This design comes from an exercise in tuning for small area, a short achievable clock period and few clock cycles on the open sky130 flow, not from production work. RTL that was checked went through simulation tests only; none was proved equivalent to the original. Power is estimated from default activity; no workload was simulated.

==> flow/design.v <==
`timescale 1ns / 1ps
module cpu_hazard(input wire clk,
           input wire rst,
           input wire enable,
           input wire start,
           output wire d_we,
           output wire [7:0] i_addr,
           output wire [7:0] d_addr,
           input  wire [15:0] i_datain,
           input  wire [15:0] d_datain,
           output wire [15:0] d_dataout,
           output wire busy
    );
    function automatic [7:0] add8(input [7:0] x, input [7:0] y);
      reg [7:0] p, g, t, gg, tt;
      integer d, i;
      begin
        p = x ^ y;
        g = x & y;
        t = x | y;
        gg = g;
        tt = t;
        for (d = 1; d < 8; d = d * 2)
          for (i = 7; i >= d; i = i - 1)
          begin
            if (d == 1 && i == 1)
              gg[1] = g[1] | ((t[1] & x[0]) & y[0]);
            else
              gg[i] = gg[i] | (tt[i] & gg[i - d]);
            tt[i] = tt[i] & tt[i - d];
          end
        add8 = p ^ {gg[6:0], 1'b0};
      end
    endfunction
    function automatic [7:0] inc8(input [7:0] x);
      integer i;
      begin
        for (i = 0; i < 8; i = i + 1)
          inc8[i] = x[i] ^ ((i == 0) ? 1'b1 : &(x | ~((8'd1 << i) - 8'd1)));
      end
    endfunction
    function automatic [15:0] rev16(input [15:0] x);
      integer i;
      for (i = 0; i < 16; i = i + 1) rev16[i] = x[15 - i];
    endfunction
    reg state;
    reg [7:0] pc;
    reg [15:0] gr [0:7];       
    reg [7:0]  vld;            
    reg zf, nf, cf;
    reg [15:0] ex_a;           
    reg [15:0] ex_b;           
    reg [3:0]  ex_sh;          
    reg [7:0]  ex_wsel;        
    reg        ex_load;
    reg        ex_store;
    reg        ex_flags;       
    reg        ex_sub;         
    reg        ex_cin;         
    reg        ex_sra;         
    reg        ex_s_add, ex_s_and, ex_s_or, ex_s_xor, ex_s_shr, ex_s_shl;
    assign i_addr = pc;
    assign busy = state;
    wire ex = state & enable;
    wire cin = ex_cin;
    wire [15:0] ap = ex_a ^ ex_b;
    wire [15:0] ag = ex_a & ex_b;
    wire [15:0] ao = ex_a | ex_b;
    reg [15:0] kg, kt;
    integer d, i;
    always @(*)
    begin
      kg = ag;
      kt = ao;
      for (d = 1; d < 16; d = d * 2)
        for (i = 15; i >= d; i = i - 1)
        begin
          kg[i] = kg[i] | (kt[i] & kg[i - d]);
          kt[i] = kt[i] & kt[i - d];
        end
    end
    wire [16:0] carry = {kg | (kt & {16{cin}}), cin};
    wire [15:0] sum = ap ^ carry[15:0];
    wire alu_cf = ex_sub ? ~carry[16] : carry[16];
    wire alu_zf = (ap == {ao[14:0], cin});
    wire alu_nf = sum[15];
    wire fill = ex_sra & ex_a[15];
    reg [15:0] sx, sy;
    integer sk, si;
    always @(*)
    begin
      sx = ex_a;
      for (sk = 0; sk < 4; sk = sk + 1)
      begin
        for (si = 0; si < 16; si = si + 1)
          sy[si] = (ex_s_shl & ex_sh[sk] & ((si >= (1 << sk)) ? sx[(si - (1 << sk)) & 15] : 1'b0))
                 | (ex_s_shr & ex_sh[sk] & ((si + (1 << sk) <= 15) ? sx[(si + (1 << sk)) & 15] : fill))
                 | (~ex_sh[sk] & sx[si]);
        sx = sy;
      end
    end
    wire [15:0] wd = ({16{ex_s_add}} & sum) | ({16{ex_s_and}} & ag) | ({16{ex_s_or}} & ao)
                   | ({16{ex_s_xor}} & ap) | ({16{ex_s_shr | ex_s_shl}} & sx) | ({16{ex_load}} & d_datain);
    wire [3:0] da_p = ex_a[3:0] ^ ex_sh;
    wire [3:0] da_g = ex_a[3:0] & ex_sh;
    wire [3:0] da_t = ex_a[3:0] | ex_sh;
    wire da_c1 = da_g[0];
    wire da_c2 = da_g[1] | ((da_t[1] & ex_a[0]) & ex_sh[0]);
    wire da_c3 = da_g[2] | (da_t[2] & da_g[1]) | (da_t[2] & da_t[1] & da_g[0]);
    wire da_c4 = da_g[3] | (da_t[3] & da_g[2]) | (da_t[3] & da_t[2] & da_g[1])
               | (da_t[3] & da_t[2] & da_t[1] & da_g[0]);
    wire [3:0] da_hi = ex_a[7:4];
    wire [3:0] da_inc = {da_hi[3] ^ (&da_hi[2:0]), da_hi[2] ^ (&da_hi[1:0]), da_hi[1] ^ da_hi[0], ~da_hi[0]};
    assign d_addr = {da_c4 ? da_inc : da_hi, da_p ^ {da_c3, da_c2, da_c1, 1'b0}};
    assign d_dataout = ex_b;
    assign d_we = ex_store;
    wire zf_n = ex_flags ? alu_zf : zf;
    wire nf_n = ex_flags ? alu_nf : nf;
    wire cf_n = ex_flags ? alu_cf : cf;
    always @(posedge clk or negedge rst)
    begin
      if (!rst)
      begin
        zf <= 1'b0;
        nf <= 1'b0;
        cf <= 1'b0;
      end
      else
      begin
        zf <= zf_n;
        nf <= nf_n;
        cf <= cf_n;
      end
    end
    integer k;
    always @(posedge clk)
    begin
      for (k = 0; k < 8; k = k + 1)
        if (ex_wsel[k])
          gr[k] <= wd;
    end
    always @(posedge clk or negedge rst)
    begin
      if (!rst) vld <= 8'b0;
      else vld <= vld | ex_wsel;
    end
    wire [4:0] op = i_datain[15:11];
    wire [2:0] rd = i_datain[10:8];
    wire [2:0] r1 = i_datain[6:4];
    wire [2:0] r2 = i_datain[2:0];
    wire [7:0] imm8 = i_datain[7:0];
    wire [3:0] imm4 = i_datain[3:0];
    wire op_halt  = (op == 5'b00001);
    wire op_load  = (op == 5'b00010);
    wire op_store = (op == 5'b00011);
    wire op_shl   = (op == 5'b00100) || (op == 5'b00101);
    wire op_srl   = (op == 5'b00110);
    wire op_sra   = (op == 5'b00111);
    wire op_and   = (op == 5'b01101);
    wire op_or    = (op == 5'b01110);
    wire op_xor   = (op == 5'b01111);
    wire op_ldih  = (op == 5'b10000);
    wire op_imm   = (op == 5'b01001) || (op == 5'b01011);
    wire op_sub   = (op == 5'b01010) || (op == 5'b01011) || (op == 5'b01100) || (op == 5'b10010);
    wire op_addc  = (op == 5'b10001);
    wire op_subc  = (op == 5'b10010);
    wire op_jump  = (op == 5'b11000);
    wire op_br    = (op[4:3] == 2'b11) && !op_jump;   
    wire op_arith = (op == 5'b01000) || (op == 5'b01001) || (op == 5'b01010) || (op == 5'b01011) || (op == 5'b01100)
                 || (op == 5'b10000) || (op == 5'b10001) || (op == 5'b10010);
    wire wr_reg   = op_load || op_shl || op_srl || op_sra || op_and || op_or || op_xor
                 || (op_arith && op != 5'b01100);
    wire a_is_rd  = op_imm || op_ldih;
    wire [7:0] o_rd = 8'd1 << rd;
    wire [7:0] o_r1 = 8'd1 << r1;
    wire [7:0] o_r2 = 8'd1 << r2;
    wire [7:0] s_a = a_is_rd ? o_rd : o_r1;
    wire b_imm = op_ldih || op_imm;
    wire [7:0] s_b = b_imm ? 8'b0 : op_store ? o_rd : o_r2;
    wire [7:0] e_a = s_a & vld;
    wire [7:0] e_b = s_b & vld;
    wire [7:0] e_t = o_rd & vld;
    reg [15:0] g_a, g_b;
    reg [7:0] g_t;
    integer m;
    always @(*)
    begin
      g_a = 16'b0;
      g_b = 16'b0;
      g_t = 8'b0;
      for (m = 0; m < 8; m = m + 1)
      begin
        g_a = g_a | (gr[m] & {16{e_a[m]}});
        g_b = g_b | (gr[m] & {16{e_b[m]}});
        g_t = g_t | (gr[m][7:0] & {8{e_t[m]}});
      end
    end
    wire a_fwd = |(s_a & ex_wsel);
    wire [15:0] a_next = a_fwd ? wd : g_a;
    wire b_fwd = |(s_b & ex_wsel);
    wire [15:0] b_reg = {16{op_sub}} ^ (g_b | ({16{op_ldih}} & {imm8, 8'b0}) | ({16{op_imm}} & {8'b0, imm8}));
    wire [15:0] b_wd = {16{op_sub}} ^ wd;
    wire [15:0] b_next = b_fwd ? b_wd : b_reg;
    wire br_stall = op_br && |(o_rd & ex_wsel);
    wire [7:0] target = add8(g_t, imm8);
    wire sel_z = (op[2:1] == 2'b01);
    wire sel_n = (op[2:1] == 2'b10);
    wire sel_c = (op[2:1] == 2'b11);
    wire t_reg = ((sel_z & zf) | (sel_n & nf) | (sel_c & cf)) ^ op[0];
    wire t_alu = ((sel_z & alu_zf) | (sel_n & alu_nf) | (sel_c & alu_cf)) ^ op[0];
    wire taken = (op[2:1] == 2'b00) | (ex_flags ? t_alu : t_reg);
    wire go = ex && !br_stall;      
    always @(posedge clk or negedge rst)
    begin
      if (!rst) state <= 1'b0;
      else if (!state) state <= enable & start;
      else state <= enable & ~op_halt;
    end
    wire [7:0] pc_seq = !go ? pc : op_jump ? imm8 : op_halt ? pc : inc8(pc);
    wire take = go && op_br && taken;
    always @(posedge clk or negedge rst)
    begin
      if (!rst) pc <= 8'b0;
      else pc <= take ? target : pc_seq;
    end
    always @(posedge clk or negedge rst)
    begin
      if (!rst)
      begin
        ex_wsel <= 8'b0;
        ex_load <= 1'b0;
        ex_store <= 1'b0;
        ex_flags <= 1'b0;
      end
      else
      begin
        ex_wsel <= (go && wr_reg) ? o_rd : 8'b0;
        ex_load <= go && op_load;
        ex_store <= go && op_store;
        ex_flags <= go && op_arith;
      end
    end
    always @(posedge clk)
    begin
      ex_sub <= op_sub;
      ex_cin <= op_sub ? ~(op_subc & cf_n) : (op_addc & cf_n);
      ex_sra <= op_sra;
      ex_s_add <= op_arith;
      ex_s_and <= op_and;
      ex_s_or <= op_or;
      ex_s_xor <= op_xor;
      ex_s_shr <= op_srl || op_sra;
      ex_s_shl <= op_shl;
      ex_sh <= imm4;
      ex_a <= a_next;
      ex_b <= b_next;
    end
endmodule
Settings: LEC_CHECK=0, CAP_MARGIN=20, CORE_MARGIN=2, CORE_UTILIZATION=40, SETUP_SLACK_MARGIN=2.5, SLEW_MARGIN=20; clock period 6.0 ns.
standard.sh (not shown) runs the stock make flow with config.mk's settings and CLKGATE_MAP_FILE= SYNTH_SCRIPT=/design/flow/synth_recipe.tcl, a recipe that flattens the netlist after the stock synthesis.
==> flow/flow/run.sh <==
#!/bin/bash
# Layout flow: the standard ORFS flow (standard synthesis, floorplan, power grid,
# placement, CTS, routing) with these changes to how the layout is made:
#  - ports are buffered with a plain buffer (buf_4) instead of the delay cell the
#    platform picks by default;
#  - the resizer may change a cell to any equivalent cell, not only one with the
#    same footprint (MATCH_CELL_FOOTPRINT=0);
#  - clock tree synthesis adds no dummy load cells (the standard CTS arguments
#    plus -dont_use_dummy_load),
#    with clusters of up to 20 sinks within 200 um.
# ORFS writes each step's full log under orfs/logs; make's own output goes to flow.log.
set -euo pipefail
bash standard.sh MATCH_CELL_FOOTPRINT=0 \
  "BUFFER_PORTS_ARGS=-buffer_cell sky130_fd_sc_hd__buf_4" \
  "CTS_ARGS=-sink_clustering_enable -repair_clock_nets -dont_use_dummy_load -sink_clustering_size 20 -sink_clustering_max_diameter 200" \
  finish > flow.log 2>&1
Testbench counts at the start, summed over its fixed seeds: cycles 82,400.
Edit:
--- a/flow/design.v
+++ b/flow/design.v
@@ -82,27 +82,15 @@
     wire [16:0] carry = {kg | (kt & {16{cin}}), cin};
     wire [15:0] sum = ap ^ carry[15:0];
     wire alu_cf = ex_sub ? ~carry[16] : carry[16];
     wire alu_zf = (ap == {ao[14:0], cin});
     wire alu_nf = sum[15];
-    wire fill = ex_sra & ex_a[15];
-    reg [15:0] sx, sy;
-    integer sk, si;
-    always @(*)
-    begin
-      sx = ex_a;
-      for (sk = 0; sk < 4; sk = sk + 1)
-      begin
-        for (si = 0; si < 16; si = si + 1)
-          sy[si] = (ex_s_shl & ex_sh[sk] & ((si >= (1 << sk)) ? sx[(si - (1 << sk)) & 15] : 1'b0))
-                 | (ex_s_shr & ex_sh[sk] & ((si + (1 << sk) <= 15) ? sx[(si + (1 << sk)) & 15] : fill))
-                 | (~ex_sh[sk] & sx[si]);
-        sx = sy;
-      end
-    end
+    wire [15:0] sh_in = ex_s_shl ? rev16(ex_a) : ex_a;
+    wire [31:0] shr = {{16{ex_sra & ex_a[15]}}, sh_in} >> ex_sh;
     wire [15:0] wd = ({16{ex_s_add}} & sum) | ({16{ex_s_and}} & ag) | ({16{ex_s_or}} & ao)
-                   | ({16{ex_s_xor}} & ap) | ({16{ex_s_shr | ex_s_shl}} & sx) | ({16{ex_load}} & d_datain);
+                   | ({16{ex_s_xor}} & ap) | ({16{ex_s_shr}} & shr[15:0])
+                   | ({16{ex_s_shl}} & rev16(shr[15:0])) | ({16{ex_load}} & d_datain);
     wire [3:0] da_p = ex_a[3:0] ^ ex_sh;
     wire [3:0] da_g = ex_a[3:0] & ex_sh;
     wire [3:0] da_t = ex_a[3:0] | ex_sh;
     wire da_c1 = da_g[0];
     wire da_c2 = da_g[1] | ((da_t[1] & ex_a[0]) & ex_sh[0]);
Utilization goes up by 1.2 points.
Synthesized area goes down by 2.9%.
Setup slack gets worse by 0.095 ns.
Final cell count goes down by 5.5%.
Power stays flat.
Wire length goes down by 4.5%.
Design area goes down by 0.39%.
Worst hold slack gets worse by 0.016 ns.
Fmax goes down by 2.7%.
Sequential cell count does not change.
The RTL of the second run of this note was laid out without a check of its function.

==> afterwards: timing with drivers on the ports <==
The flow's constraints put no driver on any port. The routed layouts listed below were extracted and timed again, unchanged, in two steps. Step 1: set_driving_cell puts a clkbuf_16 on clk and a buf_2 on each other input, an assumption about the parent block. Step 2, shift: input delay + t, output delay - t, t = (earliest + latest rising clock arrival at the registers) / 2. This alone moves slack from input paths to output paths. a / b / c = ideal ports / drivers / drivers and shift; a / b = the first two.
| run | shift t [ns] | slack for setup (ns) | worst data-port slew with drivers (ns) | cell pins on the clock port's net |
|---|---|---|---|---|
| the first run | 0.512 | 2.569 / 2.515 / 2.092 | 0.04 | 1 |
| the second run | 0.524 | 2.473 / 2.498 / 1.974 | 0.05 | 1 |
After both steps setup and hold are still met in every run listed. For the second run, which loses most, drivers alone change the setup slack by +0.025 ns; drivers and shift together by -0.499 ns.
